What follows belongs to an exercise in optimizing a design on an open flow for small area and a short achievable clock period; a production flow would make more cautious choices. Function was checked by simulation only, so behaviour that the tests miss may differ from the original.

==> config.mk <==
export PLATFORM = sky130hd
export DESIGN_NAME = TRN_RMS
export DESIGN_NICKNAME = TRN_RMS
export VERILOG_FILES = /design/flow/design.v
export SDC_FILE = /design/flow/constraint.sdc
export NUM_CORES = 4
export LEC_CHECK = 0
export CAP_MARGIN = 20
export CORE_MARGIN = 2
export CORE_UTILIZATION = 40
export SLEW_MARGIN = 20
==> constraint.sdc <==
create_clock -name core_clock -period 8.0 [get_ports {clk}]
set_input_delay 1.6000 -clock core_clock [delete_from_list [all_inputs] [get_ports {clk}]]
set_output_delay 1.6000 -clock core_clock [all_outputs]
set_load 0.01 [all_outputs]
==> design.v <==
module TRN_RMS(
    input wire clk,
    input wire reset,
    input wire [DATA_WIDTH-1:0] data_in,
	output wire rms_tlast,
    output wire [39:0] result
);
parameter DATA_WIDTH = 20;
parameter SAMPLE_COUNT = 128;
localparam SHIFT_AMOUNT = $clog2(SAMPLE_COUNT);  
reg signed [46:0] sum;  
reg [7:0] sample_counter;  
reg signed [DATA_WIDTH-1:0] square_input;
reg [39:0] result_reg;
reg [39:0] old_data;
reg rms_tlast_reg;
always @(posedge clk or posedge reset) begin
    if (reset) begin
        sum <= 0;
        sample_counter <= 0;
        square_input <= 0;
        result_reg <= 0;
		rms_tlast_reg <= 0;
		old_data <= 0;
    end else begin
        square_input <= $signed(data_in);
		sum <= sum + square_input * square_input;
		sample_counter <= sample_counter + 1;
        if (sample_counter == SAMPLE_COUNT - 1) begin
            result_reg <= sum >> SHIFT_AMOUNT;
            sum <= 0;
            sample_counter <= 0;
			old_data <= result_reg;
			rms_tlast_reg <= 1;			
        end else begin
			result_reg <= old_data;
			rms_tlast_reg <= 0;
		end 
    end
end 
assign result = result_reg;
assign rms_tlast = rms_tlast_reg;
endmodule
==> run.sh <==
#!/bin/bash
# synth_recipe.tcl (not shown) runs the flow's synth.tcl, then flattens the netlist and writes it again
# the make line also repeats each setting of config.mk as NAME=value (left out here)
make -C /OpenROAD-flow-scripts/flow DESIGN_CONFIG=/design/flow/config.mk WORK_HOME=/design/flow/orfs CLKGATE_MAP_FILE= SYNTH_SCRIPT=/design/flow/synth_recipe.tcl finish
==> impl_metrics.py <==
metrics = {
    "layout": {
        "fillers": 5494,
        "drive_above_1_share": 0.04425,
        "area_growth_pct": 9.700,
        "largest_reg_flops": 47,
        "seqCellArea_um2": 3904,
        "fin_area_um2": 24790,
        "multi_input_area_um2": 15710,
        "nets": 3066,
    },
    "place": {
        "placed_cell_area_um2": 24220,
        "io_buffers": 62,
        "dp_hpwl_mm": 43.80,
        "place.gp.congestion": 0.9099,
    },
    "synthesis": {
        "synth.distinct_cells": 67,
        "synthTopCellsByArea": "fa_1 (42%), dfrtp_1 (17%), inv_1 (12%), ha_1 (9.0%), nand2_1 (4.9%)",
        "synth_area_um2": 22600,
        "synth_largest_area_cell": "fa_1",
        "synth-xor-area-share": 0.02132,
        "synthesis.instances": 2351,
        "synthMuxAreaShare": 0.003544,
        "synthArstFlopShare": 1.000,
        "synth_edf_count": 0,
        "synth.avg_cell_area_um2": 9.612,
        "synth_fp_nets": 3012,
        "synth_top_family_by_area": "adder cells",
        "synth_top_cell_area_share": 0.4217,
        "ys_warn_count": 1,
        "ys_ff_latch": 156,
        "synth_seq_area_share": 0.1727,
        "synth_compound_area_frac": 0.05714,
        "synthAdderAreaFrac": 0.5119,
        "synthSimpleGateAreaFrac": 0.1013,
        "ys.flop_type": "dfrtp_1",
    },
    "run": {
        "maxCapViolations": 0,
    },
    "worst_setup_path": {
        "rr_worst_depth": 23,
        "crit_path_max_incr_delay_ns": 0.65,
        "worst_path_max_delay_cell": "dfrtp_1",
        "cp_cell_sequence": "and2_1, inv_1, buf_4, fa_1, inv_1, ha_1, inv_1, fa_1, inv_1, fa_1, fa_1, fa_1, inv_1, fa_1, inv_1, ha_1, nand3_1, nor3_1, o211ai_1, and3_1, a211oi_1, o21ai_0, nor3b_1",
        "crit_buf_inv": 7,
        "r2r_end": "sum[39]$_DFF_PP0_",
        "path_max_fanout": 17,
        "crit_type": "flop to flop",
        "crit_path_end_kind": "flop",
        "critPathTopFamily": "adder cells",
        "worstPathArrival_ns": 7.89,
        "cp.required_ns": 8.32,
        "r2r-start": "square_input[19]$_DFF_PP0_",
        "startpoint_type": "flop",
        "worst-r2r-setup-slack_ns": 0.43,
    },
    "timing": {
        "slew_viol_final": 0,
        "finalSetupViolations": 0,
        "finalCriticalPeriod_ns": 7.571,
        "skew_ns": 0.02330,
        "setup_tns_ns": 0,
        "max_slew_margin": 0.3101,
        "max_clock_freq_ghz": 0.1321,
        "rsz0062_at_grt": "no",
        "worstMarginPinSlew_ns": 1.035,
        "period_share": 0.9464,
        "finalHoldWorstSlack_ns": 0.4594,
        "final_hold_viol_count": 0,
    },
    "route": {
        "drt_iter0_markers": 720,
        "avgRoutedWirePerCell_um": 16.29,
        "via_count": 15014,
        "viasPerCell": 4.729,
        "ant_nets": 0,
        "dr.pass1.iters": 6,
        "drc": 0,
        "postRouteWirelength_mm": 51.73,
    },
    "die": {
        "core-area_um2": 56170,
        "dieArea_um2": 58410,
        "die_x_um": 241.7,
        "fp.dieH_um": 241.7,
        "ioPinCount": 63,
        "row_count": 87,
        "initial_core_util": 0.4023,
    },
    "clocking": {
        "ctsResizeCount": 0,
        "htreeDepth": 4,
        "cts_buffer_depth": 2,
        "root_buffer": "clkbuf_16",
        "clk_pin_slew_worst_paths_ns": 0.09,
        "numClockSinks": 156,
        "ctsHoldBuffers": 0,
        "cts-buffers-inserted": 17,
        "post_cts_buffers": 0,
        "cts_tree": "yes",
        "clock_latency_ns": 0.49,
    },
    "global_routing": {
        "grt_max_degree": 94,
        "grt_pass1_vias": 16859,
        "grt_usage": 0.1881,
        "antenna_found_initial": 1,
        "overflow": 0,
        "grt_pass1_wl_mm": 86.55,
    },
    "min_path": {
        "min_path_cells": 2,
        "hp-class": "flop to flop",
        "worstHoldStart": "old_data[18]$_DFFE_PP0P_",
        "hold_end": "old_data[18]$_DFFE_PP0P_",
    },
    "status": {
        "status": "complete, no violations",
    },
}
==> through the flow <==
stage,setup WS (ns),utilization,cells
final,0.4291,0.4413,3175
after global routing,0.09426,0.4413,3174
after CTS,0.4988,0.4413,3174
after detailed placement,0.5731,0.4311,3142
after global placement,0.7560,0.4311,3142
after floorplan,0.6601,-,2351
==> synthesized netlist by cell type, types with 12 or more instances <==
library cell and n:
xor2_1 18, nor2_1 80, a21o_1 31, xnor2_1 37, dfrtp_1 156, nand2_1 294, inv_1 716, ha_1 163
a21oi_1 36, and2_1 67, o21ai_0 54, nor3_1 13, fa_1 476, nand3_1 13, nand2b_1 12, clkbuf_1 54
==> layer usage <==
layer  up-vias  track usage  share of wire
met1      7840       0.2216           0.39
met5         -            0        0.00025
met2       199       0.3576           0.56
li1       6915            -              -
met3        58      0.02597          0.028
met4         2      0.04775          0.021
==> worst min-delay path: cells and delay by family, from the launching register on <==
family           cells  cell delay [ns]
DFF                  1             0.32
and+or+nand+nor      2             0.10
==> cells in the final DEF, fill, tap and decap left out, types with 45 or more instances in the layout <==
master           count
inv_1              715
ha_1               163
nand2_1            293
fa_1               476
nor2_1              80
clkdlybuf4s50_1     62
o21ai_0             54
buf_4               45
dfrtp_1            156
and2_1              67
==> layout make-up <==
cell class	count	share of cell area
Antenna cell	1	0.0001009
Clock buffer	18	0.01772
Clock inverter	14	0.005300
Inverter	717	0.1088
Multi-Input combinational cell	1406	0.6338
Sequential cell	156	0.1575
Tap cell	756	0.03816
Timing Repair Buffer	107	0.03866
==> cell families after synthesis <==
| kind of cell | count (synthesis) |
|---|---|
| AO/OA/AOI/OAI | 188 |
| multiplexers | 8 |
| buffers and inverters | 789 |
| adder cells (fa/ha/maj) | 639 |
| XOR/XNOR | 55 |
| flip-flops | 156 |
| AND/OR/NAND/NOR | 516 |
==> worst max-delay path by stage <==
stage	start	endpoint	slack [ns]	depth (start not counted)
2_1_floorplan	square_input[19]$_DFF_PP0_	sum[45]$_DFF_PP0_	0.66	24
3_3_place_gp	square_input[19]$_DFF_PP0_	sum[45]$_DFF_PP0_	0.76	21
3_5_place_dp	square_input[19]$_DFF_PP0_	sum[39]$_DFF_PP0_	0.57	23
4_1_cts	square_input[19]$_DFF_PP0_	sum[39]$_DFF_PP0_	0.50	23
5_1_grt	square_input[19]$_DFF_PP0_	sum[39]$_DFF_PP0_	0.09	23
6_report	square_input[19]$_DFF_PP0_	sum[39]$_DFF_PP0_	0.43	23

afterwards: timing with drivers on the ports:
In the flow no input, the clock included, has a driving cell. The finished layout below was timed again as built, in two steps.
Step 1 assumes that a clkbuf_16 drives the clock port and a buf_2 every other input.
Step 2 moves the port delays by t, midway between the first and last clock arrival at a register: inputs arrive t later, outputs are due t later. That takes back most of the time a late clock gives input paths.
a / b / c = no drivers / after step 1 / after step 2; a / b = the first two.
shift t [ns]: 0.529
setup WS [ns]: 0.429 / 0.429 / 0.429
worst register clock-pin slew, ns: 0.09 / 0.09
After both steps this run still meets setup and hold. The setup slack of this run moves by 0.000 ns with the drivers and by 0.000 ns with both steps.
